This design comes from an exercise in tuning for small area on the open sky130 flow, not from production work. Where RTL was checked, it was by simulation tests only, not by an equivalence proof against the original. The RTL of runs 2 and 3 was laid out without a check of its function. Power and IR drop assume default switching activity.

==> flow/design.v <==
module sevenSegmentDisplay(input [6:0] dataIn, output reg [6:0] dataOut1, output reg [6:0] dataOut2);
    function [6:0] seg(input [3:0] d);
        case (d)
            4'd0: seg = 7'b000_0001;
            4'd1: seg = 7'b100_1111;
            4'd2: seg = 7'b001_0010;
            4'd3: seg = 7'b000_0110;
            4'd4: seg = 7'b100_1100;
            4'd5: seg = 7'b010_0100;
            4'd6: seg = 7'b010_0000;
            4'd7: seg = 7'b000_1111;
            4'd8: seg = 7'b000_0000;
            4'd9: seg = 7'b000_0100;
            default: seg = 7'b111_1111;
        endcase
    endfunction
    always @(*) begin
        if (dataIn == 7'b1111111) begin
            dataOut1 = 7'b111_1111;
            dataOut2 = 7'b111_1111;
        end else begin
            dataOut1 = seg(dataIn % 10);
            dataOut2 = seg(dataIn / 10);
        end
    end
endmodule
module main(
    input clk,
    input reset,
    input buttonChangeMode,
    input buttonConfig,
    input buttonChangeLight,
    input buttonIncreaseTime,
    input buttonDecreaseTime,
    input buttonConfirm,
    output [6:0] led7_1,
    output [6:0] led7_2,
    output [6:0] led7_3,
    output [6:0] led7_4,
    output reg [2:0] led1,
    output reg [2:0] led2
);
    localparam M_AUTO = 2'd0, M_CONF = 2'd1, M_MAN = 2'd2;
    reg [1:0] mode;
    wire inAuto = (mode == M_AUTO);
    wire inConf = (mode == M_CONF);
    wire inMan  = (mode == M_MAN);
    wire leave  = inConf & buttonConfig;     
    always @(posedge clk) begin
        if (reset) mode <= M_AUTO;
        else case (mode)
            M_AUTO: if (buttonChangeMode) mode <= M_MAN;
                    else if (buttonConfig) mode <= M_CONF;
            M_MAN:  if (buttonChangeMode) mode <= M_AUTO;
            default: if (buttonConfig) mode <= M_AUTO;
        endcase
    end
    reg [3:0] cnt;
    wire tick = cnt[3] & cnt[0];     
    always @(posedge clk) begin
        if (reset | tick) cnt <= 4'd0;
        else cnt <= cnt + 4'd1;
    end
    reg L;       
    reg X;       
    reg P;       
    wire useBank = inConf & L & ~X;
    always @(posedge clk) begin
        if (reset) L <= 1'b0;
        else if (tick) L <= inConf;
    end
    always @(posedge clk) begin      
        if (tick) X <= leave;
        else if (leave) X <= 1'b1;
    end
    reg [6:0] mg, my;                
    wire [6:0] mr = mg + my;
    reg [1:0] aPh;
    reg [6:0] act, oth;
    wire aZero = (act == 7'd0);
    wire aRel = ~inAuto;
    wire [6:0] sA = aRel ? mg : aZero ? (aPh[0] ? mg : my) : act;
    wire [6:0] sO = (aRel | (aZero & aPh[0])) ? mr : oth;
    wire dnA = ~aRel;
    wire dnO = ~aRel & ~(aZero & ~aPh[0]);
    always @(posedge clk) begin
        if (reset) begin
            aPh <= 2'd0; act <= 7'd5; oth <= 7'd9;
        end else if (tick & ~(aRel & useBank)) begin
            act <= sA - {6'd0, dnA};
            oth <= sO - {6'd0, dnO};
            if (aRel) aPh <= 2'd0;
            else if (aZero) aPh <= aPh + 2'd1;
        end
    end
    reg [1:0] nPh;
    reg [6:0] nY;
    always @(posedge clk) begin
        if (reset) begin
            nPh <= 2'd0; nY <= 7'd4;
        end else if (tick) begin
            if (!inMan) begin
                if (!useBank) begin
                    nPh <= 2'd0; nY <= my;
                end
            end else if (!nPh[0]) begin
                if (buttonChangeLight) nPh <= nPh + 2'd1;
            end else if (nY == 7'd1) begin
                nY <= my; nPh <= nPh + 2'd1;
            end else nY <= nY - 7'd1;
        end
    end
    reg [1:0] cPh;
    reg [6:0] tg, ty, tr;
    reg [6:0] cD;
    wire incB = buttonIncreaseTime, decB = buttonDecreaseTime;
    wire [1:0] cIdx = (incB | decB) ? cPh : (cPh[1] ? 2'd0 : cPh + 2'd1);
    wire [6:0] cur = cIdx[1] ? ty : cIdx[0] ? tg : tr;
    wire edit = incB ^ decB;
    wire [6:0] run = incB ? cur : ~cur;
    wire [6:0] tgl = {&run[5:0], &run[4:0], &run[3:0], &run[2:0], &run[1:0], run[0], 1'b1};
    wire wrap = incB ? (cur == 7'd99) : (cur == 7'd1);
    wire [6:0] curN = ~edit ? cur : wrap ? (incB ? 7'd1 : 7'd99) : (cur ^ tgl);
    wire selR = (cPh == 2'd0), selG = (cPh == 2'd1), selY = cPh[1];
    wire [6:0] trN = (selR & edit) ? curN : tr;
    wire [6:0] tgN = (selG & edit) ? curN : tg;
    wire [6:0] tyN = (selY & edit) ? curN : ty;
    wire ok = buttonConfirm & ({1'b0, trN} == {1'b0, tgN} + {1'b0, tyN});
    wire [6:0] nextMod = P ? cur : cPh[1] ? mr : cPh[0] ? my : mg;
    wire cTick = tick & inConf;
    wire loadM = P & inConf & (tick | buttonConfig);
    always @(posedge clk) begin
        if (reset) begin
            mg <= 7'd5; my <= 7'd4;
        end else if (loadM) begin
            mg <= tg;
            my <= ty;
        end
    end
    wire cRel = ~inConf & (tick | ~L);
    always @(posedge clk) begin
        if (cRel) begin
            cPh <= 2'd0;
            tr <= mr; tg <= mg; ty <= my;
            cD <= mr;
        end else if (cTick) begin
            if (buttonChangeLight) cPh <= cPh[1] ? 2'd0 : cPh + 2'd1;
            if (incB | decB) cD <= curN;
            else if (buttonChangeLight) cD <= nextMod;
            tr <= trN; tg <= tgN; ty <= tyN;
        end
    end
    always @(posedge clk) begin
        if (tick) P <= cTick & ok;
        else if (leave) P <= 1'b0;
    end
    wire [6:0] laneC = inAuto ? act : inConf ? cD : 7'h7f;
    wire [6:0] lane1 = (inAuto & aPh[1]) ? oth : laneC;
    wire [6:0] lane2 = (inAuto & ~aPh[1]) ? oth : laneC;
    sevenSegmentDisplay d1(lane1, led7_1, led7_2);
    sevenSegmentDisplay d2(lane2, led7_3, led7_4);
    always @(*) begin
        if (inConf) begin
            led1 = cPh[1] ? 3'b010 : cPh[0] ? 3'b100 : 3'b001;
            led2 = led1;
        end else begin : lights
            reg [1:0] ph;
            ph = inAuto ? aPh : nPh;
            case (ph)
                2'd0: begin led1 = 3'b100; led2 = 3'b001; end
                2'd1: begin led1 = 3'b010; led2 = 3'b001; end
                2'd2: begin led1 = 3'b001; led2 = 3'b100; end
                default: begin led1 = 3'b001; led2 = 3'b010; end
            endcase
        end
    end
endmodule
==> flow/flow/run.sh <==
#!/bin/bash
# Own layout flow: the standard ORFS flow (standard.sh) with
#  - an area-oriented synthesis mapping (see synth.tcl),
#  - the smallest buffer for the port buffers,
#  - clock tree built from small clock buffers, without dummy loads.
# Each tool's output goes to its own log under orfs/logs/; make's output to flow_make.log.
set -euo pipefail
HERE=$(pwd)
bash standard.sh \
  SYNTH_SCRIPT="$HERE/flow/synth.tcl" \
  ADDER_MAP_FILE= \
  BUFFER_PORTS_ARGS="-buffer_cell sky130_fd_sc_hd__buf_1" \
  CTS_ARGS="-sink_clustering_enable -repair_clock_nets -dont_use_dummy_load -buf_list {sky130_fd_sc_hd__clkbuf_8}" \
  finish > "$HERE/flow_make.log" 2>&1
==> flow/flow/abc.script <==
strash
dc2
balance -l
resub -K 6 -l
rewrite -l
resub -K 6 -N 2 -l
refactor -l
resub -K 8 -l
balance -l
resub -K 8 -N 2 -l
rewrite -l
resub -K 10 -l
rewrite -z -l
resub -K 10 -N 2 -l
balance -l
resub -K 12 -l
refactor -z -l
resub -K 12 -N 2 -l
rewrite -z -l
balance -l
balance -l
resub -K 6 -l
rewrite -l
resub -K 6 -N 2 -l
refactor -l
resub -K 8 -l
balance -l
resub -K 8 -N 2 -l
rewrite -l
resub -K 10 -l
rewrite -z -l
resub -K 10 -N 2 -l
balance -l
resub -K 12 -l
refactor -z -l
resub -K 12 -N 2 -l
rewrite -z -l
balance -l
dch -f
amap -F 8 -A 16 -C 1000
==> flow/flow/synth.tcl <==
set ::my_abc_script [file join [file dirname [file normalize [info script]]] abc.script]
proc synth {args} { yosys synth -nofsm -noshare {*}$args }
proc abc {args} {
  foreach opt {-script -D -constr} {
    set i [lsearch -exact $args $opt]
    if {$i >= 0} { set args [lreplace $args $i [expr {$i + 1}]] }
  }
  yosys abc -script $::my_abc_script {*}$args
}
source $::env(SCRIPTS_DIR)/synth.tcl
# left out here: clear keep_hierarchy, flatten, clean up, hide names made inside functions, write 1_2_yosys.v
==> flow/standard.sh <==
#!/bin/bash
# synth_recipe.tcl (not shown) runs the flow's synth.tcl, then flattens the netlist and writes it again
# the make line also repeats each setting of config.mk as NAME=value (left out here)
make -C /OpenROAD-flow-scripts/flow DESIGN_CONFIG=/design/flow/config.mk WORK_HOME=/design/flow/orfs CLKGATE_MAP_FILE= SYNTH_SCRIPT=/design/flow/synth_recipe.tcl "${@:-finish}"
==> flow/config.mk <==
export PLATFORM = sky130hd
export DESIGN_NAME = main
export DESIGN_NICKNAME = main
export VERILOG_FILES = /design/flow/design.v
export SDC_FILE = /design/flow/constraint.sdc
export NUM_CORES = 4
export LEC_CHECK = 0
export CAP_MARGIN = 20
export CORE_MARGIN = 2
export CORE_UTILIZATION = 40
export SLEW_MARGIN = 20
==> flow/constraint.sdc <==
create_clock -name core_clock -period 10.0 [get_ports {clk}]
set_input_delay 2.0000 -clock core_clock [delete_from_list [all_inputs] [get_ports {clk}]]
set_output_delay 2.0000 -clock core_clock [all_outputs]
set_load 0.01 [all_outputs]
==> summary.txt, run 1 <==
Static Leak between 0.0015 and 0.002 µW; grt ovf 0; Setup Crit Path Kind register to primary output; antenna-violating nets left 0; most used cell, CP o21ai_0; Final Hold Vio Count 0; I/O Pins 42; switching power 373 µW; Filler Cells Inserted ~1300; post-synth top area share 18.5%; Synth area leaders dfxtp_1, edfxtp_1, nor2_1; number of flops mapped to enable cells by yosys 30; CTS Buffer Depth 2; initial detailed-routing violation count approximately 590; Critical Path Slowest Stage Cell nor2_1; Antenna Cells 0; vias per std cell 6.17; status finished clean; Fin Setup TNS 0 ns; synthesized flop and latch total 78; Synth Flop Type dfxtp_1; clk slew on worst S/H paths about 0.09 ns; global-route wire length before repair 28.5 mm; sequential power share 38.6%; hold slack 0.443 ns; clock latency (worst-skew pair) 0.38 ns; PortBufs 41; die area roughly 0.014 mm²; Final Setup Violations 0; Synth Warn # 2; # H-tree levels 3; P per Cell Area 158 mW/mm²; Die Width 118 µm; initial antenna violation count 0; Row Count 41; post-DP HPWL 13.7 mm; area grow syn2layout 10.7%; syn_area_per_cell about 7.2 µm²; commonest cells in the netlist nor2_1, clkinv_1, o21ai_0; vias in the first global route 5259; Placer Congestion 1.07; clk sinks 78; Required @ worst endpoint 8.00 ns; Netlist cell types 37; fin area 0.00575 mm²; Avg WL per Cell between 15 and 20 µm; relative slew slack 36.9%; placed inst area ~0.0056 mm²; cts hold-fix bufs 0; crit-path max cell delay around 0.56 ns; Crit. End Element primary output; clock share of power a little over a fifth; cts repair resizes 0; P_int between 500 and 600 µW; Initial Utilization 41.0%; Critical Path Start Type register; Routed WL 17.8 mm; post-synthesis sequential area ratio 35.9%; power share of the combinational group 40.0%; cell taking the most area after synthesis dfxtp_1; Sw Ratio 41.1%; critical path peak fanout 16; cell with the most instances after synthesis nor2_1; synthesized cell area 0.00519 mm²; total CTS buffers 9; CP arrival between 6 and 7 ns; CTS tree yes; asr flop ratio synth 0%; Cells after Synth 719; VDD IR max 0.0853 mV; root buffer cell clkbuf_8; RSZ-0062 raised after global routing false; syn_nets 727; Slew Limit Fails 0; Worst Tran Pin Value 0.937 ns; Period Utilization, post-route between 80 and 90%; hold crit path type register to register; largest net degree at the start of global routing 31; fmax 0.112 GHz; Die Span Y 118 µm; Max Clock Skew 0.0218 ns; layout cell share with drive strength beyond 1 2.32%; DRC viols 0; DRT Pass-1 Iters 7; min cycle time layout between 8 and 9 ns; Total GRT Usage between 20% and 30%; Max Cap Violations 0; via count 5853; Nets between 700 and 800; core area approximately 0.013 mm²; Post-CTS Setup Bufs 0
## logic make-up (layout without fill, tap and decap cells)
kind of cell / count (synthesis) / after routing / synth area share [%]
compound gates: 316 / 316 / 38.7
buf+inv: 97 / 155 / 7.01
flops: 78 / 78 / 35.9
xor+xnor: 2 / 2 / 0.337
simple gates: 226 / 226 / 18.1
## placed cells by master (no fill, tap or decap), types with 4 or more instances in the layout
master    synthesis  routed
a22oi_1          16      16
buf_4             0       8
a222oi_1          8       8
a221oi_1          9       9
clkbuf_8          0       9
nor2_1          123     123
buf_1             0      40
edfxtp_1         30      30
dfxtp_1          48      48
o31ai_1           4       4
o21a_1            7       7
o221ai_1         15      15
o211ai_1          7       7
a21oi_1          51      51
or3_1             5       5
o21ai_0          91      90
nand3_1           4       4
or2_0             8       8
clkinv_1         97      97
nor3_1            9       9
nand2_1          62      62
o221a_1           5       5
o22ai_1          73      73
a31oi_1           7       7
o22a_1            8       8
## metal layers
layer / up-vias / routed length, µm / share of wire [%] / track usage [%]
met3: 38 / 1550 / 8.7 / 5.18
met1: 2706 / 8110 / 46 / 37.9
met4: 0 / 345 / 1.9 / 6.55
met5: - / 0 / 0 / 0
met2: 275 / 7790 / 44 / 38.3
li1: 2834 / - / - / -
## worst paths after layout
kind         slack (ns)                 to                 start  cells after the start
max                1.09          led7_3[4]  mode[1]$_SDFFE_PP0P_                     28
min                0.44  cnt[3]$_SDFF_PP0_     cnt[3]$_SDFF_PP0_                      2
max reg2reg        2.99    P$_SDFFCE_PN0P_   cPh[1]$_SDFFE_PP0P_                     27
min reg2reg        0.44  cnt[3]$_SDFF_PP0_     cnt[3]$_SDFF_PP0_                      2
## stage by stage
step                      total power [µW]  setup WS (ns)  cells  util (%)
after floorplan                        603           2.68    719         -
after global placement                 705           1.72    940      44.4
after detailed placement               714           1.49    940      44.4
after CTS                              904           1.13    949      45.3
after global routing                   962          0.334    949      45.3
final                                  907           1.09    949      45.3
## worst max-delay path: cells and delay by family, from the launching register on
kind / cells / cell delay, ns
AOI/OAI and AO/OA: 11 / 2.39
buffers and inverters: 7 / 1.73
DFF: 1 / 0.35
and+or+nand+nor: 10 / 2.08
## flip-flops by register name (all words and copies together) (netlist names)
signal and cells:
mg 7, P 1, oth 7, my 7, L 1, nY 7
cPh 2, nPh 2, aPh 2, ty 7, cD 7, tg 7
tr 7, cnt 4, mode 2, X 1, act 7
## power by group through the flow
stage | Combinational (µW) | Sequential (µW) | Clock [µW]
6_report | 363 | 350 | 195
5_1_grt | 404 | 351 | 207
4_1_cts | 358 | 350 | 196
3_5_place_dp | 357 | 357 | 0
3_3_place_gp | 348 | 357 | 0
2_1_floorplan | 251 | 352 | 0
## area by class of cell
class / count / area (µm²) / share of cell area (%)
Clock buffer: 9 / 124 / 2.16
Inverter: 97 / 364 / 6.34
Multi-Input combinational cell: 544 / 2970 / 51.6
Sequential cell: 78 / 1860 / 32.4
Tap cell: 172 / 215 / 3.75
Timing Repair Buffer: 49 / 215 / 3.75
==> run 2, diff against run 1 <==
==> flow/design.v (replaced) <==
module sevenSegmentDisplay(input [6:0] dataIn, output reg [6:0] dataOut1, output reg [6:0] dataOut2);
    function [6:0] seg(input [3:0] d);
        case (d)
            4'd0: seg = 7'b000_0001;
            4'd1: seg = 7'b100_1111;
            4'd2: seg = 7'b001_0010;
            4'd3: seg = 7'b000_0110;
            4'd4: seg = 7'b100_1100;
            4'd5: seg = 7'b010_0100;
            4'd6: seg = 7'b010_0000;
            4'd7: seg = 7'b000_1111;
            4'd8: seg = 7'b000_0000;
            4'd9: seg = 7'b000_0100;
            default: seg = 7'b111_1111;
        endcase
    endfunction
    always @(*) begin
        if (dataIn == 7'b1111111) begin
            dataOut1 = 7'b111_1111;
            dataOut2 = 7'b111_1111;
        end else begin
            dataOut1 = seg(dataIn % 10);
            dataOut2 = seg(dataIn / 10);
        end
    end
endmodule
module main(
    input clk,
    input reset,
    input buttonChangeMode,
    input buttonConfig,
    input buttonChangeLight,
    input buttonIncreaseTime,
    input buttonDecreaseTime,
    input buttonConfirm,
    output [6:0] led7_1,
    output [6:0] led7_2,
    output [6:0] led7_3,
    output [6:0] led7_4,
    output reg [2:0] led1,
    output reg [2:0] led2
);
    localparam M_AUTO = 2'd0, M_CONF = 2'd1, M_MAN = 2'd2;
    reg [1:0] mode;
    reg [6:0] gT, yT, rT;            
    reg [6:0] mg, my, mr;            
    wire inAuto = (mode == M_AUTO);
    wire inConf = (mode == M_CONF);
    wire inMan  = (mode == M_MAN);
    always @(posedge clk) begin
        if (reset) begin
            mode <= M_AUTO;
            gT <= 7'd5; yT <= 7'd4; rT <= 7'd9;
        end else begin
            case (mode)
                M_AUTO: if (buttonChangeMode) mode <= M_MAN;
                        else if (buttonConfig) mode <= M_CONF;
                M_MAN:  if (buttonChangeMode) mode <= M_AUTO;
                default: if (buttonConfig) begin
                        mode <= M_AUTO;
                        gT <= mg; yT <= my; rT <= mr;
                    end
            endcase
        end
    end
    reg [3:0] cnt;
    wire tick = cnt[3] & cnt[0];     
    always @(posedge clk) begin
        if (reset | tick) cnt <= 4'd0;
        else cnt <= cnt + 4'd1;
    end
    reg [1:0] aPh;
    reg [6:0] a1, a2;
    wire aLane2 = aPh[1];
    wire aZero = ((aLane2 ? a2 : a1) == 7'd0);
    always @(posedge clk) begin
        if (reset) begin
            aPh <= 2'd0; a1 <= 7'd5; a2 <= 7'd9;
        end else if (tick) begin
            if (!inAuto) begin
                aPh <= 2'd0; a1 <= gT; a2 <= rT;
            end else if (!aZero) begin
                a1 <= a1 - 7'd1; a2 <= a2 - 7'd1;
            end else begin
                aPh <= aPh + 2'd1;
                case (aPh)
                    2'd0: a1 <= yT - 7'd1;
                    2'd1: begin a1 <= rT - 7'd1; a2 <= gT - 7'd1; end
                    2'd2: a2 <= yT - 7'd1;
                    default: begin a1 <= gT - 7'd1; a2 <= rT - 7'd1; end
                endcase
            end
        end
    end
    reg [1:0] nPh;
    reg [6:0] nY;
    always @(posedge clk) begin
        if (reset) begin
            nPh <= 2'd0; nY <= 7'd4;
        end else if (tick) begin
            if (!inMan) begin
                nPh <= 2'd0; nY <= yT;
            end else if (!nPh[0]) begin
                if (buttonChangeLight) nPh <= nPh + 2'd1;
            end else if (nY == 7'd1) begin
                nY <= yT; nPh <= nPh + 2'd1;
            end else nY <= nY - 7'd1;
        end
    end
    reg [1:0] cPh;
    reg [6:0] tg, ty, tr;
    reg [6:0] cD;
    wire [6:0] cur = cPh[1] ? ty : cPh[0] ? tg : tr;
    wire incB = buttonIncreaseTime, decB = buttonDecreaseTime;
    wire [6:0] curN = (incB & ~decB) ? ((cur == 7'd99) ? 7'd1 : cur + 7'd1) :
                      (decB & ~incB) ? ((cur == 7'd1) ? 7'd99 : cur - 7'd1) : cur;
    wire [6:0] trN = (cPh == 2'd0) ? curN : tr;
    wire [6:0] tgN = (cPh == 2'd1) ? curN : tg;
    wire [6:0] tyN = cPh[1] ? curN : ty;
    wire ok = ({1'b0, trN} == {1'b0, tgN} + {1'b0, tyN});
    wire [6:0] nextMod = cPh[1] ? mr : cPh[0] ? my : mg;
    always @(posedge clk) begin
        if (reset) begin
            cPh <= 2'd0;
            tr <= 7'd9; tg <= 7'd5; ty <= 7'd4;
            mr <= 7'd9; mg <= 7'd5; my <= 7'd4;
            cD <= 7'd9;
        end else if (tick) begin
            if (!inConf) begin
                cPh <= 2'd0;
                tr <= rT; tg <= gT; ty <= yT;
                mr <= rT; mg <= gT; my <= yT;
                cD <= rT;
            end else begin
                if (buttonChangeLight) cPh <= cPh[1] ? 2'd0 : cPh + 2'd1;
                if (incB | decB) cD <= curN;
                else if (buttonChangeLight) cD <= nextMod;
                tr <= trN; tg <= tgN; ty <= tyN;
                if (buttonConfirm & ok) begin
                    mr <= trN; mg <= tgN; my <= tyN;
                end
            end
        end
    end
    wire [6:0] lane1 = inAuto ? a1 : inConf ? cD : 7'h7f;
    wire [6:0] lane2 = inAuto ? a2 : inConf ? cD : 7'h7f;
    sevenSegmentDisplay d1(lane1, led7_1, led7_2);
    sevenSegmentDisplay d2(lane2, led7_3, led7_4);
    always @(*) begin
        if (inConf) begin
            led1 = cPh[1] ? 3'b010 : cPh[0] ? 3'b100 : 3'b001;
            led2 = led1;
        end else begin : lights
            reg [1:0] ph;
            ph = inAuto ? aPh : nPh;
            case (ph)
                2'd0: begin led1 = 3'b100; led2 = 3'b001; end
                2'd1: begin led1 = 3'b010; led2 = 3'b001; end
                2'd2: begin led1 = 3'b001; led2 = 3'b100; end
                default: begin led1 = 3'b001; led2 = 3'b010; end
            endcase
        end
    end
endmodule
==> flow/flow/abc.script (replaced) <==
strash
dc2
&get -n
&dch -f
&nf -R 1000
&put
==> run 2 against run 1 <==
Sequential share of layout area decreased by 3.7 points. Sequential power increased by about 20%. Clock-buffer cell count stayed put. Still clean on timing, DRC and antenna. Design area increased by 25%. Die area rose by 25%. Hold slack improved by 0.017 ns. Critical path depth fell by 8. Critical path type unchanged. Total power up 15%. Synthesized area up 26%.
==> summary.txt, run 2 <==
CP arrival 6.05 ns (-0.86 ns); vias per std cell 5.92 (-4.0%); most used cell, CP nor2_1; cts hold-fix bufs 0 (unchanged); DRT Pass-1 Iters 6 (-1); CTS tree yes; Fin Setup TNS 0 ns (unchanged); total CTS buffers 9 (unchanged); number of flops mapped to enable cells by yosys 0 (-100%); crit-path max cell delay 0.70 ns (+0.14 ns); root buffer cell clkbuf_8; Synth Warn # 2 (unchanged); clk sinks 103 (+32%); area grow syn2layout 9.98%; switching power 408 µW (+9.5%); I/O Pins 42 (unchanged); syn_nets 926 (+27%); cell with the most instances after synthesis nand2_1; Synth Flop Type dfxtp_1; # placed instances 1188 (+26%); Critical Path Start Type register; via count 7089 (+21%); syn_area_per_cell 7.11 µm² (-1.5%); Sw Ratio 39.0% (-2.0 points); PortBufs 41 (unchanged); sequential power share 40.2% (+1.6 points); synthesized flop and latch total 103 (+32%); clock latency (worst-skew pair) 0.40 ns (+0.02 ns); fmax 0.124 GHz (+11%); Total GRT Usage 24.5% (-1.2 points); core area 0.0159 mm² (+26%); Avg WL per Cell 17.8 µm (-4.9%); Worst Tran Pin Value 1.15 ns (+0.213 ns); critical path peak fanout 58 (+42); Critical Path Slowest Stage Cell o21ai_0; layout cell share with drive strength beyond 1 2.55% (+0.23 points); Die Width 132 µm (+12%); die area 0.0174 mm² (+25%); non-filler instance count after layout 1197 (+26%); P_int 637 µW (+19%); crit path cell chain nand2b_2 -> buf_4 -> o22ai_1 -> a21boi_0 -> xor2_1 -> nand2_1 -> nand2b_1 -> nand2_1 -> xnor2_1 -> nor2_1 -> nor2_1 -> nor2_1 -> nor2_1 -> xnor2_1 -> o21ai_0 -> xnor2_1 -> or3_1 -> a21boi_0 -> o21ai_0 -> buf_1; relative slew slack 22.5% (-14 points); largest net degree at the start of global routing 66 (+110%); cts repair resizes 0 (unchanged); Netlist cell types 50 (+35%); P per Cell Area 146 mW/mm² (-7.8%); VDD IR max 0.0991 mV (+16%); # H-tree levels 3 (unchanged); Final Setup Violations 0 (unchanged); commonest cells in the netlist nand2_1, nor2_1, a21oi_1; Crit. End Element primary output; RSZ-0062 raised after global routing false; Placer Congestion 0.882 (-17%); DRC viols 0 (unchanged); Max Clock Skew 0.0342 ns (+0.0124 ns); Die Span Y 132 µm (+12%); power share of the combinational group 39.0% (-1.0 points); antenna-violating nets left 0 (unchanged); Final Hold Vio Count 0 (unchanged); crit path buf inv count 2 (-5); clock share of power 20.9% (-0.6 points); post-DP HPWL 15.4 mm (+12%); most common cell after layout, fill and taps aside nand2_1; Setup Crit Path Kind register to primary output; CTS Buffer Depth 2 (unchanged); synthesized cell area 0.00653 mm² (+26%); grt ovf 0 (unchanged); Slew Limit Fails 0 (unchanged); asr flop ratio synth 0% (unchanged); min cycle time layout 8.05 ns (-0.856 ns); Post-CTS Setup Bufs 0 (unchanged); Static Leak 0.00251 µW (+33%); most frequent cells in the layout nand2_1, nor2_1, a21oi_1; Period Utilization, post-route 80.5% (-8.6 points); Nets 991 (+26%); Antenna Cells 0 (unchanged); initial antenna violation count 0 (unchanged); Row Count 46 (+12%); Routed WL 21.4 mm (+20%); initial detailed-routing violation count 677 (+14%); cell taking the most area after synthesis dfxtp_1; Filler Cells Inserted 1677 (+28%); CP delay by family, top compound AO/OA/AOI/OAI gates; Synth area leaders dfxtp_1, a21oi_1, nand2_1; Cells after Synth 918 (+28%); hold crit path type register to register; status finished clean; clk slew on worst S/H paths 0.11 ns (+0.02 ns); vias in the first global route 6412 (+22%); post-synthesis sequential area ratio 31.6% (-4.3 points); Max Cap Violations 0 (unchanged); Initial Utilization 41.0% (about the same); global-route wire length before repair 34.7 mm (+22%); Required @ worst endpoint 8.00 ns (about the same); post-synth top area share 31.6% (+13 points)
## run 2: cell count changes after synthesis, moves of 16 or more
cell | previous run | this run
nand2_1 | 62 | 149
clkinv_1 | 97 | 19
a21oi_1 | 51 | 112
dfxtp_1 | 48 | 103
o22ai_1 | 73 | 27
xnor2_1 | 1 | 34
edfxtp_1 | 30 | 0
nor3_1 | 9 | 32
xor2_1 | 1 | 22
o21ai_0 | 91 | 107
## run 2: cell families after synthesis
family,count (synthesis),synth area share [%]
fa+ha+maj,4,0.613
buf+inv,19,1.09
mux,3,0.460
compound gates,356,33.6
xor+xnor,56,7.51
simple gates,377,25.1
flops,103,31.6
## run 2: layout make-up
type,instances,area (µm²),share of cell area (%)
Timing Repair Buffer,54,253,3.52
Multi-Input combinational cell,796,4400,61.3
Sequential cell,103,2060,28.7
Clock buffer,9,124,1.72
Inverter,19,71.3,0.993
Tap cell,216,270,3.76
## run 2: layer usage
metal  global-route usage (%)  routed length (µm)  up-vias  part of all wire, %
met1                     33.2                9670     3257                   45
li1                         -                   -     3516                    -
met4                     8.88                 673        0                  3.2
met2                     38.8                9520      273                   45
met5                        0                   0        -                    0
met3                     4.84                1480       43                  6.9
## run 2: final timing paths
kind / from / end / slack, ns / depth (start not counted)
min reg2reg: mg[2]$_SDFFE_PP1P_ / gT[2]$_SDFFE_PP1P_ / 0.46 / 2
max reg2reg: cPh[1]$_SDFFE_PP0P_ / mr[5]$_SDFFE_PP0P_ / 3.21 / 20
max: mode[1]$_SDFFE_PP0P_ / led7_1[6] / 1.95 / 20
min: mg[2]$_SDFFE_PP1P_ / gT[2]$_SDFFE_PP1P_ / 0.46 / 2
## run 2: per-stage QoR
stage	util (%)	power, µW	hold WS [ns]	setup WS [ns]	instance area, µm²
floorplan	-	718	0.430	2.31	6530
global placement	44.3	830	0.452	2.48	7060
detailed placement	44.3	832	0.460	2.41	7060
CTS	45.0	1050	0.465	2.01	7180
global route	45.0	1110	0.492	1.21	7180
finish	45.0	1050	0.461	1.95	7180
## run 2: power groups by stage
stage / Sequential (µW) / Combinational [µW] / Clock [µW]
floorplan: 427 / 291 / 0
global placement: 429 / 401 / 0
detailed placement: 429 / 403 / 0
CTS: 419 / 404 / 224
global route: 421 / 453 / 238
finish: 420 / 407 / 218
## run 2: worst min-delay path, stage by stage (launching register included)
cell and delay (ns):
dfxtp_1 0.34, nand2_1 0.06, nand2_1 0.05
==> run 3, diff against run 2 <==
==> flow/flow/run.sh (replaced) <==
#!/bin/bash
# Own layout flow: the standard ORFS flow with an area-oriented synthesis mapping
# (see synth.tcl). Each tool's output goes to its own log under orfs/logs/; make's own
# output goes to flow_make.log in this folder.
set -euo pipefail
HERE=$(pwd)
bash standard.sh SYNTH_SCRIPT="$HERE/flow/synth.tcl" ADDER_MAP_FILE= finish > "$HERE/flow_make.log" 2>&1
==> run 3 against run 2 <==
Total power grew 22%. Synthesized area is the same. Sequential power barely moved. Setup slack got worse by 0.69 ns. Critical endpoint is now led7_3[3]. Largest cell class unchanged.
==> summary.txt, run 3 <==
total CTS buffers 9 (unchanged); commonest cells in the netlist nand2_1, nor2_1, a21oi_1; Antenna Cells 0 (unchanged); root buffer cell clkbuf_16; most frequent cells in the layout nand2_1, nor2_1, a21oi_1; Row Count 46 (unchanged); Max Clock Skew 0.0152 ns (-0.0190 ns); syn_nets 926 (unchanged); Die Width 132 µm (unchanged); asr flop ratio synth 0% (unchanged); Final Hold Vio Count 0 (unchanged); DRT Pass-1 Iters 5 (-1); # placed instances 1187 (-0.084%); Post-CTS Setup Bufs 0 (unchanged); CTS Buffer Depth 2 (unchanged); Pwr Total 1280 µW (+22%); Nets 990 (-0.10%); Slew Limit Fails 0 (unchanged); non-filler instance count after layout 1203 (+0.50%); vias per std cell 5.87 (-0.96%); I/O Pins 42 (unchanged); Fin Setup TNS 0 ns (unchanged); CTS tree yes; Routed WL 21.5 mm (+0.74%); core area 0.0159 mm² (unchanged); Required @ worst endpoint 8.00 ns (about the same); die area 0.0174 mm² (unchanged); synthesized cell area 0.00653 mm² (unchanged); antenna-violating nets left 0 (unchanged); Cells after Synth 918 (unchanged); Synth area leaders dfxtp_1, a21oi_1, nand2_1; Initial Utilization 41.0% (unchanged); initial detailed-routing violation count 647 (-4.4%); status finished clean; relative slew slack 39.2% (+17 points); Crit. End Element primary output; Static Leak 0.00269 µW (+7.1%); Max Cap Violations 0 (unchanged); Die Span Y 132 µm (unchanged); clock latency (worst-skew pair) 0.37 ns (-0.03 ns); P per Cell Area 168 mW/mm² (+16%); synthesized flop and latch total 103 (unchanged); DRC viols 0 (unchanged); initial antenna violation count 0 (unchanged); PortBufs 41 (unchanged); most common cell after layout, fill and taps aside nand2_1; fmax 0.114 GHz (-7.9%); Period Utilization, post-route 87.4% (+6.9 points); hold crit path type register to register; Synth Flop Type dfxtp_1; VDD IR max 0.0944 mV (-4.8%); CP arrival 6.74 ns (+0.69 ns); critical path peak fanout 14 (-76%); cell taking the most area after synthesis dfxtp_1; clk sinks 103 (unchanged); cell with the most instances after synthesis nand2_1; Worst Tran Pin Value 0.902 ns (-0.249 ns); Netlist cell types 50 (unchanged); Avg WL per Cell 17.9 µm (+0.24%); post-DP HPWL 15.6 mm (+1.0%); Total GRT Usage 24.7% (+0.17 points); grt ovf 0 (unchanged); global-route wire length before repair 34.5 mm (-0.56%); Placer Congestion 0.951 (+7.8%); clk slew on worst S/H paths 0.08 ns (-0.03 ns); cts hold-fix bufs 0 (unchanged); number of flops mapped to enable cells by yosys 0 (unchanged); largest net degree at the start of global routing 52 (-21%); Critical Path Start Type register; cts repair resizes 0 (unchanged); Filler Cells Inserted 1661 (-0.95%); placed inst area 0.00730 mm² (+3.5%); syn_area_per_cell 7.11 µm² (unchanged); post-synth top area share 31.6% (unchanged); RSZ-0062 raised after global routing false; area grow syn2layout 16.5%; post-synthesis sequential area ratio 31.6% (unchanged); fin area 0.00760 mm² (+5.9%); Final Setup Violations 0 (unchanged); layout cell share with drive strength beyond 1 3.34% (+0.80 points); vias in the first global route 6450 (+0.59%); via count 7056 (-0.47%); min cycle time layout 8.74 ns (+0.693 ns); Synth Warn # 2 (unchanged); fin worst setup slack 1.26 ns (-0.693 ns); # H-tree levels 3 (unchanged); Setup WS pre-CTS 1.67 ns (-0.745 ns); Setup Crit Path Kind register to primary output
-- run 3: through the flow --
step | hold slack (ns) | utilization [%]
after floorplan | 0.430 | -
after global placement | 0.449 | 45.8
after detailed placement | 0.453 | 45.8
after CTS | 0.465 | 47.7
after global routing | 0.486 | 47.7
final | 0.463 | 47.7
-- run 3: worst paths after layout --
| check | cells after the start | to | start | slack, ns |
|---|---|---|---|---|
| hold reg to reg | 2 | gT[0]$_SDFFE_PP1P_ | mg[0]$_SDFFE_PP1P_ | 0.46 |
| setup reg to reg | 23 | mr[3]$_SDFFE_PP1P_ | cPh[1]$_SDFFE_PP0P_ | 3.19 |
| hold / removal | 2 | gT[0]$_SDFFE_PP1P_ | mg[0]$_SDFFE_PP1P_ | 0.46 |
| setup / recovery | 21 | led7_3[3] | mode[0]$_SDFFE_PP0P_ | 1.26 |
-- run 3: cell families after synthesis --
group | Yosys count | synth area share, %
buffers and inverters | 19 | 1.09
XOR/XNOR | 56 | 7.51
adder cells (fa/ha/maj) | 4 | 0.613
AND/OR/NAND/NOR | 377 | 25.1
flip-flops | 103 | 31.6
multiplexers | 3 | 0.460
AO/OA/AOI/OAI | 356 | 33.6
-- run 3: routing by layer --
layer  vias to the layer above  global-route usage, %  wire [µm]
met3                        32                   5.00       1330
met1                      3269                   32.3       9800
met5                         -                      0          0
met4                         0                   8.09        453
met2                       235                   40.8       9930
li1                       3520                      -          -
-- run 3: final cells by class --
type / count / area [µm²] / share of cell area, %
multi-input cells: 796 / 4410 / 57.9
flip-flops and latches: 103 / 2060 / 27.1
repair buffers: 53 / 495 / 6.52
well taps: 216 / 270 / 3.55
clock buffers: 9 / 225 / 2.96
clock inverters: 7 / 73.8 / 0.971
inverters: 19 / 71.3 / 0.938
-- run 3: power by group --
group | internal [µW] | switching [µW] | total [µW]
combinational | 238 | 261 | 500
clock | 177 | 183 | 360
sequential | 413 | 6.37 | 420
-- run 3: critical path: stages, from the launching register on --
cell             delay (ns)
dfxtp_1                0.57
or2_0                  0.57
o22ai_1                0.32
nand2_1                0.18
nand2_1                0.13
xnor2_1                0.21
nand2_1                0.13
clkinv_1               0.06
o21ai_0                0.62
xor2_1                 0.38
nand2_1                0.12
and2_0                 0.19
or2_0                  0.33
xnor2_1                0.37
nor3_1                 0.13
nor3_1                 0.75
xnor2_1                0.26
nor2_1                 0.21
nand2b_1               0.14
a22oi_1                0.08
nor2_1                 0.11
clkdlybuf4s50_1        0.54

==> re-timing with driven ports <==
Ports are ideal in the flow. The routed layouts listed here were re-timed in OpenROAD. Step 1, drivers: a clkbuf_16 drives clk and a buf_2 each remaining input, both assumed. Step 2 adds t to the input delays and takes it off the output delays; t is the mean of the earliest and latest rising clock arrival at the registers after step 1. Input paths then give back, and output paths get back, about the clock's delay inside the block. a / b / c = ideal ports / drivers / drivers and shift; a / b = the first two.
run	t, ns	slack for setup (ns)	worst setup path at the end	worst data-port slew with drivers (ns)
run 1	0.399	1.095 / 1.062 / 1.346	input to register	0.03
run 2	0.417	1.951 / 1.914 / 2.331	register to output	0.04
run 3	0.403	1.258 / 1.215 / 1.618	register to output	0.06
After both steps every run listed still meets setup and hold.
